Context: an optimization exercise on an open-source flow, tuned for small area. The choices shown serve that exercise and are no tape-out recipe.
RTL that was checked went through simulation tests only; none was proved equivalent to the original.
For run 2, only the layout was checked, not whether the RTL still works.

==> flow/design.v (outline; a module is shown in full before it is edited, if it fits) <==
// module Cordic: 1695 lines
module Cordic(input clk, input signed [15:0] Xin, input signed [15:0] Yin, output signed [15:0] norm, output signed [15:0] inclination);
  // ...
==> flow/flow/run.sh <==
#!/bin/bash
# Layout flow: the standard ORFS flow (same config.mk, same synth_recipe.tcl,
# same registers), except that
#  - flow/premap.py first maps the RTL's explicit full/half adders (wires fs/fc,
#    hs/hc) onto sky130 fa_1/ha_1 cells, so Yosys's adder extraction and its
#    generic "abc -fast" pass are not needed (ADDER_MAP_FILE empty,
#    SYNTH_ARGS=-noabc); ABC still maps all the other logic;
#  - the port buffers that ORFS puts on every input and output are buf_1.
# Each tool's output goes to a log file in this folder (and ORFS's own logs
# under orfs/logs).
set -euo pipefail
W=$(pwd)
python3 flow/premap.py design.v premapped.v > premap.log 2>&1
export SYNTH_ARGS=-noabc
export BUFFER_PORTS_ARGS="-buffer_cell sky130_fd_sc_hd__buf_1"
make -C "$FLOW_HOME" DESIGN_CONFIG="$W/config.mk" WORK_HOME="$W/orfs" CLKGATE_MAP_FILE= \
  SYNTH_SCRIPT="$W/synth_recipe.tcl" VERILOG_FILES="$W/premapped.v" ADDER_MAP_FILE= \
  finish > make.log 2>&1
R="$W/orfs/results/$FLOW_PLATFORM/Cordic/base"
: # left out here: write the final layout as DEF
==> flow/flow/premap.py <==
#!/usr/bin/env python3
"""Replace the full/half adders of the generated RTL (wires fs<n>/fc<n> and
hs<n>/hc<n> with the same operands) by sky130 fa_1/ha_1 cell instances, so that
synthesis keeps them as written.  Everything else, including every register, is
left as it is.  Usage: premap.py design.v out.v"""
import re, sys
src = open(sys.argv[1]).read()
pat = re.compile(r'^\s*wire\s+(f[sc]|h[sc])(\d+)\s*=\s*(.*?);\s*$', re.M)
fa_s, fa_c, ha_s, ha_c = {}, {}, {}, {}
for m in pat.finditer(src):
    kind, num, e = m.group(1), m.group(2), m.group(3)
    name = kind + num
    if kind == 'fs':
        ops = [x.strip() for x in e.split('^')]
        assert len(ops) == 3, e
        fa_s[tuple(sorted(ops))] = (name, ops)
    elif kind == 'fc':
        mm = re.match(r'\((\S+) & (\S+)\) \| \((\S+) & \((\S+) \^ (\S+)\)\)$', e)
        assert mm, e
        ops = [mm.group(1), mm.group(2), mm.group(3)]
        fa_c[tuple(sorted(ops))] = (name, ops)
    elif kind == 'hs':
        ops = [x.strip() for x in e.split('^')]
        ha_s[tuple(sorted(ops))] = (name, ops)
    else:
        ops = [x.strip() for x in e.split('&')]
        ha_c[tuple(sorted(ops))] = (name, ops)
mapped = set(); cells = []
k = 0
for key, (sn, ops) in fa_s.items():
    if key in fa_c:
        cn = fa_c[key][0]
        mapped |= {sn, cn}
        cells.append('  sky130_fd_sc_hd__fa_1 pfa%d (.A(%s), .B(%s), .CIN(%s), .SUM(%s), .COUT(%s));' % (k, ops[0], ops[1], ops[2], sn, cn))
        k += 1
for key, (sn, ops) in ha_s.items():
    if key in ha_c:
        cn = ha_c[key][0]
        mapped |= {sn, cn}
        cells.append('  sky130_fd_sc_hd__ha_1 pha%d (.A(%s), .B(%s), .SUM(%s), .COUT(%s));' % (k, ops[0], ops[1], sn, cn))
        k += 1
def repl(m):
    name = m.group(1) + m.group(2)
    if name in mapped: return '  wire %s;' % name
    return m.group(0)
out = pat.sub(repl, src)
out = out.replace('endmodule', '\n'.join(cells) + '\nendmodule', 1)
open(sys.argv[2], 'w').write(out)
print('premap: %d cells, %d wires' % (k, len(mapped)))
==> flow/standard.sh <==
#!/bin/bash
# synth_recipe.tcl (not shown) runs the flow's synth.tcl, then flattens the netlist and writes it again
# the make line also repeats each setting of config.mk as NAME=value (left out here)
make -C /OpenROAD-flow-scripts/flow DESIGN_CONFIG=/design/flow/config.mk WORK_HOME=/design/flow/orfs CLKGATE_MAP_FILE= SYNTH_SCRIPT=/design/flow/synth_recipe.tcl "${@:-finish}"
==> flow/config.mk <==
export PLATFORM = sky130hd
export DESIGN_NAME = Cordic
export DESIGN_NICKNAME = Cordic
export VERILOG_FILES = /design/flow/design.v
export SDC_FILE = /design/flow/constraint.sdc
export NUM_CORES = 4
export LEC_CHECK = 0
export CAP_MARGIN = 20
export CORE_MARGIN = 2
export CORE_UTILIZATION = 40
export CTS_BUF_LIST = sky130_fd_sc_hd__clkbuf_8
export CTS_CLUSTER_DIAMETER = 100
export CTS_CLUSTER_SIZE = 16
export SLEW_MARGIN = 20
==> flow/constraint.sdc <==
create_clock -name core_clock -period 7.0 [get_ports {clk}]
set_input_delay 1.4000 -clock core_clock [delete_from_list [all_inputs] [get_ports {clk}]]
set_output_delay 1.4000 -clock core_clock [all_outputs]
set_load 0.01 [all_outputs]
==> run notes, run 1 <==
# TYPE chip_impl_metric gauge
chip_impl_info{name="run_status",value="no timing/DRC/antenna violations"} 1
chip_impl_metric{name="insertedDiodeCount",unit=""} 0
chip_impl_info{name="dominant_cells",value="multi-input combinational cells"} 1
chip_impl_metric{name="route.vias.total",unit=""} 6718
chip_impl_metric{name="drive_gt1_share",unit="%"} 6.02
chip_impl_metric{name="number_of_global_route_vias_before_repair",unit=""} 7611
chip_impl_info{name="min-delay-path-class",value="flip-flop to flip-flop"} 1
chip_impl_metric{name="fin_util",unit="%"} 43.6
chip_impl_metric{name="synth.lib_cells_used.distinct",unit=""} 40
chip_impl_metric{name="initial_antenna_violation_count",unit=""} 0
chip_impl_metric{name="setup_viol_count_final",unit=""} 0
chip_impl_metric{name="core-area",unit="um2"} 36300
chip_impl_info{name="layout_common_cells",value="304 x sky130_fd_sc_hd__dfxtp_1, 238 x sky130_fd_sc_hd__fa_1, 104 x sky130_fd_sc_hd__xnor2_1"} 1
chip_impl_info{name="crit_chain",value="fa_1, fa_2, xor2_2, nand2_1, fa_1, fa_1, fa_1, fa_2, fa_1, fa_1, fa_1, fa_1, fa_1, fa_1, maj3_1, maj3_1, maj3_1, a21o_1, o21ai_0"} 1
chip_impl_metric{name="met3WireLength",unit="um"} 529
chip_impl_metric{name="seq_area_share",unit="%"} 38.5
chip_impl_metric{name="totalNegativeSetupSlack",unit="ns"} 0
chip_impl_metric{name="floorplan.die.height",unit="um"} 196
chip_impl_metric{name="final.clkbuf_count",unit=""} 23
chip_impl_metric{name="buf_share",unit="%"} 2.63
chip_impl_metric{name="ys_seq_elements",unit=""} 305
chip_impl_info{name="clockRootBuffer",value="sky130_fd_sc_hd__clkbuf_8"} 1
chip_impl_metric{name="route.detailed.vias_per_inst",unit=""} 4.20
chip_impl_metric{name="floorplan.rows",unit=""} 70
chip_impl_info{name="critical_path.reg2reg.endpoint",value="r2_267$_DFF_P_"} 1
chip_impl_metric{name="drt_pass1_iterations",unit=""} 4
chip_impl_info{name="mostFrequentLayoutCell",value="sky130_fd_sc_hd__dfxtp_1"} 1
==> run 2: changes to the inputs <==
--- a/flow/design.v
+++ b/flow/design.v
@@ -90,24 +90,24 @@
   reg r2_238;
   reg r2_240;
   reg r2_242;
   reg r2_244;
   reg r2_246;
   reg r2_248;
   reg r2_249;
   reg r2_267;
-  reg r3_269;
-  reg r4_269;
-  reg r5_269;
-  reg r6_269;
-  reg r7_269;
-  reg r8_269;
   reg r3_285;
   reg r3_286;
+  reg r3_287;
+  reg r4_287;
+  reg r5_287;
+  reg r6_287;
+  reg r7_287;
+  reg r8_287;
   reg r9_287;
   reg r3_290;
   reg r3_292;
   reg r3_294;
   reg r3_296;
   reg r3_298;
   reg r3_300;
   reg r3_302;
@@ -121,32 +121,32 @@
   reg r3_317;
   reg r3_318;
   reg r3_321;
   reg r3_331;
   reg r3_334;
   reg r3_349;
   reg r3_352;
   reg r3_358;
-  reg r3_360;
   reg r3_361;
   reg r3_377;
   reg r4_377;
   reg r5_377;
   reg r6_377;
   reg r7_377;
   reg r8_377;
+  reg r9_377;
   reg r3_379;
   reg r3_381;
   reg r3_384;
   reg r3_385;
   reg r3_386;
   reg r3_387;
   reg r3_390;
-  reg r9_395;
+  reg r3_392;
   reg r4_397;
   reg r4_399;
   reg r4_401;
   reg r4_403;
   reg r4_405;
   reg r4_407;
   reg r4_409;
   reg r4_411;
@@ -266,30 +266,29 @@
   reg r7_807;
   reg r7_809;
   reg r7_811;
   reg r7_813;
   reg r7_815;
   reg r7_816;
   reg r8_829;
   reg r8_831;
-  reg r9_833;
   reg r8_944;
   reg r8_948;
   reg r8_952;
   reg r8_959;
   reg r8_966;
   reg r8_972;
   reg r8_973;
   reg r8_974;
   reg r8_975;
-  reg r8_1032;
-  reg r8_1034;
-  reg r8_1036;
+  reg r8_1040;
+  reg r8_1041;
   reg r9_1041;
+  reg r8_1042;
   reg r8_1043;
   reg r9_1048;
   reg r8_1050;
   reg r9_1055;
   reg r8_1057;
   reg r9_1062;
   reg r8_1064;
   reg r9_1069;
@@ -582,17 +581,17 @@
   wire n279 = r2_242 ^ n271;
   wire n280 = r2_244 ^ n271;
   wire n281 = r2_246 ^ n271;
   wire n282 = r2_248 ^ n271;
   wire n283 = fs250 ^ n271;
   wire n284 = fs252 ^ n271;
   wire n285 = fs254 ^ n271;
   wire n286 = fs256 ^ n271;
-  wire n287 = r8_16 ^ r8_269;
+  wire n287 = r2_16 ^ n269;
   wire n288 = r2_163 ~^ n268;
   wire n289 = n288;
   wire fs290 = r2_182 ^ n274 ^ n289;
   wire fc291 = (r2_182 & n274) | (n289 & (r2_182 ^ n274));
   wire fs292 = r2_185 ^ n275 ^ fc291;
   wire fc293 = (r2_185 & n275) | (fc291 & (r2_185 ^ n275));
   wire fs294 = r2_188 ^ n276 ^ fc293;
   wire fc295 = (r2_188 & n276) | (fc293 & (r2_188 ^ n276));
@@ -684,20 +683,20 @@
   wire n384 = fs337 ^ n379;
   wire n385 = fs340 ^ n379;
   wire n386 = fs343 ^ n379;
   wire n387 = fs346 ^ n379;
   wire n388 = r3_349 ^ r3_379;
   wire n389 = r3_352 ^ r3_379;
   wire n390 = fs355 ^ n379;
   wire n391 = r3_358 ^ r3_379;
-  wire n392 = r3_360 ^ r3_379;
+  wire n392 = fs360 ^ n379;
   wire n393 = fs362 ^ r3_379;
   wire n394 = fs364 ^ r3_379;
-  wire n395 = r8_16 ^ r8_377;
+  wire n395 = r9_16 ^ r9_377;
   wire n396 = r3_377;
   wire fs397 = r3_290 ^ n383 ^ n396;
   wire fc398 = (r3_290 & n383) | (n396 & (r3_290 ^ n383));
   wire fs399 = r3_292 ^ r3_384 ^ fc398;
   wire fc400 = (r3_292 & r3_384) | (fc398 & (r3_292 ^ r3_384));
   wire fs401 = r3_294 ^ r3_385 ^ fc400;
   wire fc402 = (r3_294 & r3_385) | (fc400 & (r3_294 ^ r3_385));
   wire fs403 = r3_296 ^ r3_386 ^ fc402;
@@ -707,18 +706,18 @@
   wire fs407 = r3_300 ^ n388 ^ fc406;
   wire fc408 = (r3_300 & n388) | (fc406 & (r3_300 ^ n388));
   wire fs409 = r3_302 ^ n389 ^ fc408;
   wire fc410 = (r3_302 & n389) | (fc408 & (r3_302 ^ n389));
   wire fs411 = r3_304 ^ r3_390 ^ fc410;
   wire fc412 = (r3_304 & r3_390) | (fc410 & (r3_304 ^ r3_390));
   wire fs413 = r3_306 ^ n391 ^ fc412;
   wire fc414 = (r3_306 & n391) | (fc412 & (r3_306 ^ n391));
-  wire fs415 = r3_308 ^ n392 ^ fc414;
-  wire fc416 = (r3_308 & n392) | (fc414 & (r3_308 ^ n392));
+  wire fs415 = r3_308 ^ r3_392 ^ fc414;
+  wire fc416 = (r3_308 & r3_392) | (fc414 & (r3_308 ^ r3_392));
   wire fs417 = r3_310 ^ n393 ^ fc416;
   wire fc418 = (r3_310 & n393) | (fc416 & (r3_310 ^ n393));
   wire fs419 = r3_312 ^ n394 ^ fc418;
   wire fc420 = (r3_312 & n394) | (fc418 & (r3_312 ^ n394));
   wire hs421 = r3_314 ^ fc420;
   wire hc422 = r3_314 & fc420;
   wire hs423 = r3_316 ^ hc422;
   wire hc424 = r3_316 & hc422;
@@ -756,25 +755,25 @@
   wire fc457 = (n389 & fc454) | (n455 & (n389 ^ fc454));
   wire n458 = ~r3_316;
   wire fs459 = r3_390 ^ fc457 ^ n458;
   wire fc460 = (r3_390 & fc457) | (n458 & (r3_390 ^ fc457));
   wire n461 = ~hs319;
   wire fs462 = n391 ^ fc460 ^ n461;
   wire fc463 = (n391 & fc460) | (n461 & (n391 ^ fc460));
   wire n464 = ~hs322;
-  wire fs465 = n392 ^ fc463 ^ n464;
-  wire fc466 = (n392 & fc463) | (n464 & (n392 ^ fc463));
+  wire fs465 = r3_392 ^ fc463 ^ n464;
+  wire fc466 = (r3_392 & fc463) | (n464 & (r3_392 ^ fc463));
   wire fs467 = n393 ^ n464 ^ fc466;
   wire fc468 = (n393 & n464) | (fc466 & (n393 ^ n464));
   wire fs469 = n394 ^ n464 ^ fc468;
   wire n471 = ~hs319 & n391;
   wire n472 = hs319 & ~n391;
-  wire n473 = (~hs322 & n392) | (n471 & (~hs322 ^ n392));
-  wire n474 = (~hs322 & n392) | (~n472 & (~hs322 ^ n392));
+  wire n473 = (~hs322 & r3_392) | (n471 & (~hs322 ^ r3_392));
+  wire n474 = (~hs322 & r3_392) | (~n472 & (~hs322 ^ r3_392));
   wire n475 = (~hs322 & n393) | (n473 & (~hs322 ^ n393));
   wire n476 = (~hs322 & n393) | (n474 & (~hs322 ^ n393));
   wire n477 = (~hs322 & n394) | (n475 & (~hs322 ^ n394));
   wire n478 = (~hs322 & n394) | (n476 & (~hs322 ^ n394));
   wire n479 = fc460 & n478;
   wire n480 = ~n477 & ~n479;
   wire n481 = hs322 ^ n480;
   wire n482 = r4_377 ^ r4_481;
@@ -1099,35 +1098,35 @@
   wire hc824 = r7_725 & hc822;
   wire hs825 = r7_727 ^ hc824;
   wire hc826 = r7_727 & hc824;
   wire hs827 = r7_729 ^ hc826;
   wire hc828 = r7_729 & hc826;
   wire hs829 = r7_731 ^ hc828;
   wire hc830 = r7_731 & hc828;
   wire hs831 = r7_733 ^ hc830;
-  wire n833 = r8_16 ~^ r8_482;
-  wire fs834 = r9_287 ^ r9_395 ^ r9_833;
-  wire fc835 = (r9_287 & r9_395) | (r9_833 & (r9_287 ^ r9_395));
+  wire n833 = r9_16 ~^ r9_482;
+  wire fs834 = r9_287 ^ n395 ^ n833;
+  wire fc835 = (r9_287 & n395) | (n833 & (r9_287 ^ n395));
   wire fs836 = r9_601 ^ r9_799 ^ fs834;
   wire fc837 = (r9_601 & r9_799) | (fs834 & (r9_601 ^ r9_799));
   wire fs838 = r9_701 ^ fc835 ^ fc837;
   wire fc839 = (r9_701 & fc835) | (fc837 & (r9_701 ^ fc835));
   wire n840 = r9_180 ^ r9_287;
   wire n841 = r9_180 & r9_287;
-  wire fs842 = r9_601 ^ r9_833 ^ n840;
-  wire fc843 = (r9_601 & r9_833) | (n840 & (r9_601 ^ r9_833));
+  wire fs842 = r9_601 ^ n833 ^ n840;
+  wire fc843 = (r9_601 & n833) | (n840 & (r9_601 ^ n833));
   wire n844 = fc839 ^ fs842;
   wire n845 = ~fc839 & ~fs842;
   wire n847 = n841 & fc843;
   wire n848 = n841 ~^ fc843;
   wire hs849 = n845 ^ n848;
   wire hc850 = n845 & n848;
-  wire n851 = r9_395 ^ n499;
-  wire n852 = r9_395 & n499;
+  wire n851 = n395 ^ n499;
+  wire n852 = n395 & n499;
   wire fs853 = r9_799 ^ n847 ^ n851;
   wire fc854 = (r9_799 & n847) | (n851 & (r9_799 ^ n847));
   wire n855 = hc850 ^ fs853;
   wire n856 = hc850 & ~fs853;
   wire n858 = ~r9_180 & n852;
   wire n859 = r9_180 ~^ n852;
   wire fs860 = r9_701 ^ fc854 ^ n859;
   wire fc861 = (r9_701 & fc854) | (n859 & (r9_701 ^ fc854));
@@ -1139,30 +1138,30 @@
   wire fc867 = (r9_799 & fc861) | (n864 & (r9_799 ^ fc861));
   wire n868 = n863 ^ fs866;
   wire n869 = n863 & ~fs866;
   wire fs870 = n499 ^ r9_701 ^ n865;
   wire fc871 = (n499 & r9_701) | (n865 & (n499 ^ r9_701));
   wire n872 = ~n869;
   wire fs873 = fc867 ^ fs870 ^ n872;
   wire fc874 = (fc867 & fs870) | (n872 & (fc867 ^ fs870));
-  wire n876 = ~r9_180 & r9_395;
-  wire n877 = r9_180 ~^ r9_395;
+  wire n876 = ~r9_180 & n395;
+  wire n877 = r9_180 ~^ n395;
   wire fs878 = r9_601 ^ fc871 ^ n877;
   wire fc879 = (r9_601 & fc871) | (n877 & (r9_601 ^ fc871));
   wire n880 = fc874 ^ fs878;
   wire n881 = ~fc874 & ~fs878;
   wire n883 = ~r9_287 & n876;
   wire n884 = r9_287 ~^ n876;
   wire fs885 = n499 ^ fc879 ^ n884;
   wire fc886 = (n499 & fc879) | (n884 & (n499 ^ fc879));
   wire n887 = n881 ^ fs885;
   wire n888 = n881 & ~fs885;
-  wire fs889 = r9_180 ^ r9_395 ^ n883;
-  wire fc890 = (r9_180 & r9_395) | (n883 & (r9_180 ^ r9_395));
+  wire fs889 = r9_180 ^ n395 ^ n883;
+  wire fc890 = (r9_180 & n395) | (n883 & (r9_180 ^ n395));
   wire n891 = ~n888;
   wire fs892 = fc886 ^ fs889 ^ n891;
   wire fc893 = (fc886 & fs889) | (n891 & (fc886 ^ fs889));
   wire n894 = r9_287 ^ fc890;
   wire n895 = ~r9_287 & fc890;
   wire n896 = fc893 ^ n894;
   wire n897 = ~fc893 & n894;
   wire n899 = r9_180 & n895;
@@ -1285,28 +1284,28 @@
   wire n1029 = ~hs916 & ~fs932;
   wire n1030 = ~fc1025;
   wire fs1031 = fs948 ^ n1028 ^ n1030;
   wire fc1032 = (fs948 & n1028) | (n1030 & (fs948 ^ n1028));
   wire n1034 = fc1027 & ~fs1031;
   wire n1035 = ~n1029;
   wire fs1036 = fs920 ^ fs936 ^ n1035;
   wire fc1037 = (fs920 & fs936) | (n1035 & (fs920 ^ fs936));
-  wire n1038 = ~r8_1036;
-  wire fs1039 = r8_952 ^ r8_1032 ^ n1038;
-  wire fc1040 = (r8_952 & r8_1032) | (n1038 & (r8_952 ^ r8_1032));
-  wire n1041 = r8_1034 ^ fs1039;
-  wire n1042 = r8_1034 & ~fs1039;
+  wire n1038 = ~fs1036;
+  wire fs1039 = fs952 ^ fc1032 ^ n1038;
+  wire fc1040 = (fs952 & fc1032) | (n1038 & (fs952 ^ fc1032));
+  wire n1041 = n1034 ^ fs1039;
+  wire n1042 = n1034 & ~fs1039;
   wire fs1043 = fs924 ^ fs940 ^ fc1037;
   wire fc1044 = (fs924 & fs940) | (fc1037 & (fs924 ^ fs940));
-  wire n1045 = ~fc1040;
+  wire n1045 = ~r8_1040;
   wire fs1046 = r8_959 ^ r8_1043 ^ n1045;
   wire fc1047 = (r8_959 & r8_1043) | (n1045 & (r8_959 ^ r8_1043));
-  wire hs1048 = n1042 ^ fs1046;
-  wire hc1049 = n1042 & fs1046;
+  wire hs1048 = r8_1042 ^ fs1046;
+  wire hc1049 = r8_1042 & fs1046;
   wire fs1050 = fs928 ^ fs944 ^ fc1044;
   wire fc1051 = (fs928 & fs944) | (fc1044 & (fs928 ^ fs944));
   wire n1052 = ~r8_966;
   wire fs1053 = fc1047 ^ r8_1050 ^ n1052;
   wire fc1054 = (fc1047 & r8_1050) | (n1052 & (fc1047 ^ r8_1050));
   wire hs1055 = hc1049 ^ fs1053;
   wire hc1056 = hc1049 & fs1053;
   wire fs1057 = fs932 ^ fs948 ^ fc1051;
@@ -1473,25 +1472,25 @@
     r2_238 <= fs238;
     r2_240 <= fs240;
     r2_242 <= fs242;
     r2_244 <= fs244;
     r2_246 <= fs246;
     r2_248 <= fs248;
     r2_249 <= fc249;
     r2_267 <= n267;
-    r3_269 <= n269;
-    r4_269 <= r3_269;
-    r5_269 <= r4_269;
-    r6_269 <= r5_269;
-    r7_269 <= r6_269;
-    r8_269 <= r7_269;
     r3_285 <= n285;
     r3_286 <= n286;
-    r9_287 <= n287;
+    r3_287 <= n287;
+    r4_287 <= r3_287;
+    r5_287 <= r4_287;
+    r6_287 <= r5_287;
+    r7_287 <= r6_287;
+    r8_287 <= r7_287;
+    r9_287 <= r8_287;
     r3_290 <= fs290;
     r3_292 <= fs292;
     r3_294 <= fs294;
     r3_296 <= fs296;
     r3_298 <= fs298;
     r3_300 <= fs300;
     r3_302 <= fs302;
     r3_304 <= fs304;
@@ -1504,32 +1503,32 @@
     r3_317 <= hc317;
     r3_318 <= n318;
     r3_321 <= n321;
     r3_331 <= fs331;
     r3_334 <= fs334;
     r3_349 <= fs349;
     r3_352 <= fs352;
     r3_358 <= fs358;
-    r3_360 <= fs360;
     r3_361 <= fc361;
     r3_377 <= n377;
     r4_377 <= r3_377;
     r5_377 <= r4_377;
     r6_377 <= r5_377;
     r7_377 <= r6_377;
     r8_377 <= r7_377;
+    r9_377 <= r8_377;
     r3_379 <= n379;
     r3_381 <= n381;
     r3_384 <= n384;
     r3_385 <= n385;
     r3_386 <= n386;
     r3_387 <= n387;
     r3_390 <= n390;
-    r9_395 <= n395;
+    r3_392 <= n392;
     r4_397 <= fs397;
     r4_399 <= fs399;
     r4_401 <= fs401;
     r4_403 <= fs403;
     r4_405 <= fs405;
     r4_407 <= fs407;
     r4_409 <= fs409;
     r4_411 <= fs411;
@@ -1649,30 +1648,29 @@
     r7_807 <= fs807;
     r7_809 <= fs809;
     r7_811 <= fs811;
     r7_813 <= fs813;
     r7_815 <= fs815;
     r7_816 <= fc816;
     r8_829 <= hs829;
     r8_831 <= hs831;
-    r9_833 <= n833;
     r8_944 <= fs944;
     r8_948 <= fs948;
     r8_952 <= fs952;
     r8_959 <= n959;
     r8_966 <= hs966;
     r8_972 <= fs972;
     r8_973 <= fc973;
     r8_974 <= n974;
     r8_975 <= n975;
-    r8_1032 <= fc1032;
-    r8_1034 <= n1034;
-    r8_1036 <= fs1036;
-    r9_1041 <= n1041;
+    r8_1040 <= fc1040;
+    r8_1041 <= n1041;
+    r9_1041 <= r8_1041;
+    r8_1042 <= n1042;
     r8_1043 <= fs1043;
     r9_1048 <= hs1048;
     r8_1050 <= fs1050;
     r9_1055 <= hs1055;
     r8_1057 <= fs1057;
     r9_1062 <= hs1062;
     r8_1064 <= fs1064;
     r9_1069 <= hs1069;
==> run 2 against run 1 <==
Net effect: count of clock-buffer cells in the layout shrank 1; cell area up 0.12%; register-to-register slack barely moved; clock skew shrank 0.0022 ns; critical path type unchanged; critical endpoint unchanged; largest cell class unchanged; highest routed layer unchanged.
==> run notes, run 2 <==
# TYPE chip_impl_metric gauge
chip_impl_metric{name="setup_viol_count_final",unit=""} 0
chip_impl_metric{name="die_width",unit="um"} 196
chip_impl_metric{name="clk_transition_reported_paths",unit="ns"} 0.10
chip_impl_metric{name="fmaxAchievable",unit="MHz"} 148
chip_impl_info{name="mostFrequentLayoutCell",value="sky130_fd_sc_hd__dfxtp_1"} 1
chip_impl_metric{name="clk_path_buf_depth",unit=""} 3
chip_impl_metric{name="route.detailed.vias_per_inst",unit=""} 4.24
chip_impl_metric{name="skew",unit="ns"} 0.0171
chip_impl_metric{name="multi_input_gate_area_in_the_final_layout",unit="um2"} 8110
chip_impl_metric{name="worstPathRequired",unit="ns"} 7.49
chip_impl_metric{name="synth_top_area_share",unit="%"} 41.4
chip_impl_metric{name="floorplan.die.height",unit="um"} 196
chip_impl_info{name="worst_setup_path_start_kind",value="flip-flop"} 1
chip_impl_metric{name="final_hold_viol_count",unit=""} 0
chip_impl_info{name="clockRootBuffer",value="sky130_fd_sc_hd__clkbuf_8"} 1
chip_impl_info{name="synth.largest_area_cell",value="sky130_fd_sc_hd__dfxtp_1"} 1
chip_impl_metric{name="drive_gt1_share",unit="%"} 6.83
chip_impl_metric{name="grt_start_max_net_pins",unit=""} 19
chip_impl_metric{name="die_area",unit="um2"} 38300
chip_impl_info{name="min-delay-path-class",value="flip-flop to flip-flop"} 1
chip_impl_metric{name="post_synth_and_or_nand_nor_area_fraction",unit="%"} 2.62
chip_impl_metric{name="cts_htree_levels",unit=""} 1
chip_impl_metric{name="yosysWarningCount",unit=""} 1
chip_impl_metric{name="design_area",unit="um2"} 15900
chip_impl_metric{name="worst_r2r_path_depth",unit=""} 19
chip_impl_metric{name="synth_fp_nets",unit=""} 1381
chip_impl_metric{name="insertedDiodeCount",unit=""} 0
chip_impl_info{name="criticalPathCategory",value="flip-flop to flip-flop"} 1
chip_impl_metric{name="ys_seq_elements",unit=""} 304
chip_impl_metric{name="synth_fa_ha_area_share",unit="%"} 37.7
chip_impl_metric{name="worst-endpoint-arrival",unit="ns"} 7.25
chip_impl_metric{name="synthesis.area_per_instance",unit="um2"} 13.9
chip_impl_metric{name="dp_hpwl",unit="um"} 17500
chip_impl_info{name="synth_top_flop_cell",value="sky130_fd_sc_hd__dfxtp_1"} 1
chip_impl_metric{name="route.antenna.remaining_nets",unit=""} 0
chip_impl_info{name="tritoncts",value="yes"} 1
chip_impl_metric{name="first_iter_violations",unit=""} 125
chip_impl_metric{name="detail_route.wl_per_cell",unit="um"} 12.9
chip_impl_metric{name="cts.sink_count",unit=""} 304
chip_impl_info{name="whs_endpoint",value="r6_482$_DFF_P_"} 1
chip_impl_metric{name="floorplan.rows",unit=""} 70
chip_impl_metric{name="synthesis.instances",unit=""} 1057
chip_impl_info{name="holdCritStartpoint",value="r5_482$_DFF_P_"} 1
chip_impl_metric{name="muxShareOfSynthArea",unit="%"} 0.0936
chip_impl_metric{name="final_period_minus_worst_setup_slack",unit="ns"} 6.76
chip_impl_metric{name="place_congestion",unit=""} 0.807
chip_impl_metric{name="slew_headroom",unit="%"} 66.5
chip_impl_metric{name="insertion_delay",unit="ns"} 0.55
chip_impl_metric{name="synth.lib_cells_used.distinct",unit=""} 46
chip_impl_info{name="yosys-top-cells-area",value="sky130_fd_sc_hd__dfxtp_1 41%, sky130_fd_sc_hd__fa_1 33%, sky130_fd_sc_hd__xnor2_1 6.5%"} 1
chip_impl_metric{name="fin_crit_sh",unit="%"} 96.6
chip_impl_metric{name="place.port_buffers",unit=""} 63
chip_impl_metric{name="io_pins",unit=""} 65
chip_impl_metric{name="initial_standard_cell_utilization_of_the_core",unit="%"} 40.4
chip_impl_metric{name="critical_path.max_fanout",unit=""} 4
chip_impl_metric{name="whs_path_depth",unit=""} 0
chip_impl_metric{name="final_nets",unit=""} 1453
chip_impl_metric{name="gr-total-overflow",unit=""} 0
chip_impl_info{name="synth_top_cells_by_count",value="304 x sky130_fd_sc_hd__dfxtp_1, 245 x sky130_fd_sc_hd__fa_1, 110 x sky130_fd_sc_hd__xnor2_1"} 1
chip_impl_metric{name="synth_sequential_area_ratio",unit="%"} 41.4
chip_impl_metric{name="synth_compound_gate_area_share",unit="%"} 1.82
chip_impl_metric{name="tightestPinTransition",unit="ns"} 0.500
chip_impl_metric{name="asyncSetResetFlopFracSynth",unit="%"} 0
chip_impl_info{name="synth_top_family_by_area",value="adder cells"} 1
chip_impl_metric{name="route.vias.total",unit=""} 6775
chip_impl_metric{name="initial_antenna_violation_count",unit=""} 0
chip_impl_info{name="r2r_start",value="r1_49$_DFF_P_"} 1
chip_impl_info{name="layout_common_cells",value="300 x sky130_fd_sc_hd__dfxtp_1, 234 x sky130_fd_sc_hd__fa_1, 107 x sky130_fd_sc_hd__xnor2_1"} 1
chip_impl_metric{name="synth_xor_area_share",unit="%"} 12.2
chip_impl_metric{name="dpl-instance-area",unit="um2"} 15400
chip_impl_info{name="sort_of_element_at_the_end_of_the_critical_path",value="flip-flop"} 1
chip_impl_metric{name="postRouteWirelength",unit="um"} 20600
chip_impl_metric{name="route.detailed.drc",unit=""} 0
chip_impl_metric{name="cts-buffers-inserted",unit=""} 22
chip_impl_metric{name="grtUsageTotal",unit="%"} 11.3
chip_impl_metric{name="synthToLayoutAreaGrowth",unit="%"} 7.95
chip_impl_metric{name="synth_area",unit="um2"} 14700
chip_impl_info{name="run_status",value="no timing/DRC/antenna violations"} 1
chip_impl_metric{name="maxCapViolations",unit=""} 0
chip_impl_metric{name="number_of_global_route_vias_before_repair",unit=""} 7687
chip_impl_metric{name="regToRegSetupSlack",unit="ns"} 0.24
chip_impl_info{name="critical_path.reg2reg.endpoint",value="r2_267$_DFF_P_"} 1
chip_impl_metric{name="core-area",unit="um2"} 36400
chip_impl_metric{name="post_synth_edffs",unit=""} 0
chip_impl_metric{name="area_occupied_by_registers",unit="um2"} 6100
chip_impl_metric{name="drt_pass1_iterations",unit=""} 4
chip_impl_metric{name="layout.filler_cells",unit=""} 3403
chip_impl_info{name="synth.most_common_cell",value="sky130_fd_sc_hd__dfxtp_1"} 1
chip_impl_metric{name="final-max-slew-violation-count",unit=""} 0
chip_impl_metric{name="global_route_wire_length_before_repair",unit="um"} 35000
==> run 2: cell count changes after synthesis, moves of 4 or more <==
cell and change:
sky130_fd_sc_hd__xor2_1 -10, sky130_fd_sc_hd__nor2_1 +6, sky130_fd_sc_hd__nor3_1 +6, sky130_fd_sc_hd__xnor2_1 +5, sky130_fd_sc_hd__o21a_1 +4
==> run 2: per-stage QoR <==
step / setup slack [ns] / TNS [ns] / util, % / cells / hold WS (ns)
6_report: 0.238 / 0 / 43.6 / 1596 / 0.325
5_1_grt: -0.00539 / -0.00539 / 43.6 / 1596 / 0.327
4_1_cts: 0.00342 / 0 / 43.3 / 1591 / 0.321
3_5_place_dp: -0.0425 / -0.0425 / 42.3 / 1568 / 0.312
2_1_floorplan: 0.00253 / 0 / - / 1057 / 0.310
3_3_place_gp: 0.0104 / 0 / 42.3 / 1568 / 0.313
==> run 2: repair_timing <==
item,CTS,global route
endpoints found under the setup margin,3,3
setup buffers,0,5
hold buffers,0,0
gates cloned,0,0
gates resized for setup,12,16
pin swaps,0,8
==> run 2: critical path, cell delays in order (launching register included) <==
cell	delay (ns)
sky130_fd_sc_hd__dfxtp_1	0.33
sky130_fd_sc_hd__fa_1	0.45
sky130_fd_sc_hd__fa_2	0.47
sky130_fd_sc_hd__xor2_2	0.18
sky130_fd_sc_hd__nand2_1	0.09
sky130_fd_sc_hd__fa_1	0.39
sky130_fd_sc_hd__fa_1	0.40
sky130_fd_sc_hd__fa_2	0.35
sky130_fd_sc_hd__fa_1	0.38
sky130_fd_sc_hd__fa_1	0.41
sky130_fd_sc_hd__fa_2	0.36
sky130_fd_sc_hd__fa_1	0.39
sky130_fd_sc_hd__fa_1	0.39
sky130_fd_sc_hd__fa_1	0.40
sky130_fd_sc_hd__fa_1	0.40
sky130_fd_sc_hd__maj3_1	0.35
sky130_fd_sc_hd__maj3_1	0.38
sky130_fd_sc_hd__maj3_2	0.32
sky130_fd_sc_hd__a21o_1	0.18
sky130_fd_sc_hd__o21ai_0	0.07
==> run 2: final cells by class <==
cell class / instances / share of cell area, %
Clock inverter: 1 / 0.0552
Sequential cell: 304 / 38.4
Clock buffer: 22 / 1.91
Tap cell: 468 / 3.69
Timing Repair Buffer: 85 / 2.54
Inverter: 100 / 2.36
Multi-Input combinational cell: 616 / 51.1
==> run 2: worst max path at each step <==
stage / from / endpoint / slack [ns] / depth (start not counted)
2_1_floorplan: r1_35$_DFF_P_ / r2_267$_DFF_P_ / 0.003 / 21
3_3_place_gp: Yin[15] / r1_108$_DFF_P_ / 0.01 / 15
3_5_place_dp: Yin[15] / r1_108$_DFF_P_ / -0.04 / 15
4_1_cts: r9_16$_DFF_P_ / inclination[15] / 0.003 / 16
5_1_grt: r9_16$_DFF_P_ / inclination[15] / -0.005 / 18
6_report: r1_49$_DFF_P_ / r2_267$_DFF_P_ / 0.24 / 19
==> run 2: kinds of logic (layout without fill, tap and decap cells) <==
| group | Yosys count | after routing |
|---|---|---|
| DFF | 304 | 304 |
| muxes | 1 | 1 |
| AOI/OAI and AO/OA | 36 | 36 |
| other | 1 | 1 |
| buffers and inverters | 137 | 208 |
| xor gates and xnor gates | 202 | 202 |
| and+or+nand+nor | 78 | 78 |
| adders and majority gates | 298 | 298 |
==> run 2: metal layers <==
| metal | share of wire (%) | global-route usage (%) |
|---|---|---|
| met1 | 37 | 11.5 |
| met2 | 56 | 22.8 |
| met3 | 2.8 | 1.77 |
| met4 | 3.8 | 4.29 |
| met5 | 0 | 0 |

-- static timing again, ports no longer ideal --
The results above use ideal ports. As a check the final layouts listed here were re-extracted and re-timed, cells and wires unchanged.
Step 1 sets driving cells, clkbuf_16 on the clock port and buf_2 on the other inputs (assumed; they add their load-dependent delay and slew).
Step 2 also shifts input and output timing later by t, the mid clock arrival at the registers, as if the neighbouring blocks saw the same clock.
Three values: ideal, step 1, step 2; two values: the first two.
run	shift t [ns]	slack for setup (ns)	worst data-port slew with drivers (ns)
run 1	0.585	0.236 / 0.236 / -0.059	0.04
run 2	0.587	0.238 / 0.209 / -0.006	0.03
With both steps, setup timing fails in run 1 and run 2, where it was met with ideal ports. The setup slack of run 1, which loses most, moves by 0.000 ns with the drivers and by -0.295 ns with both steps.
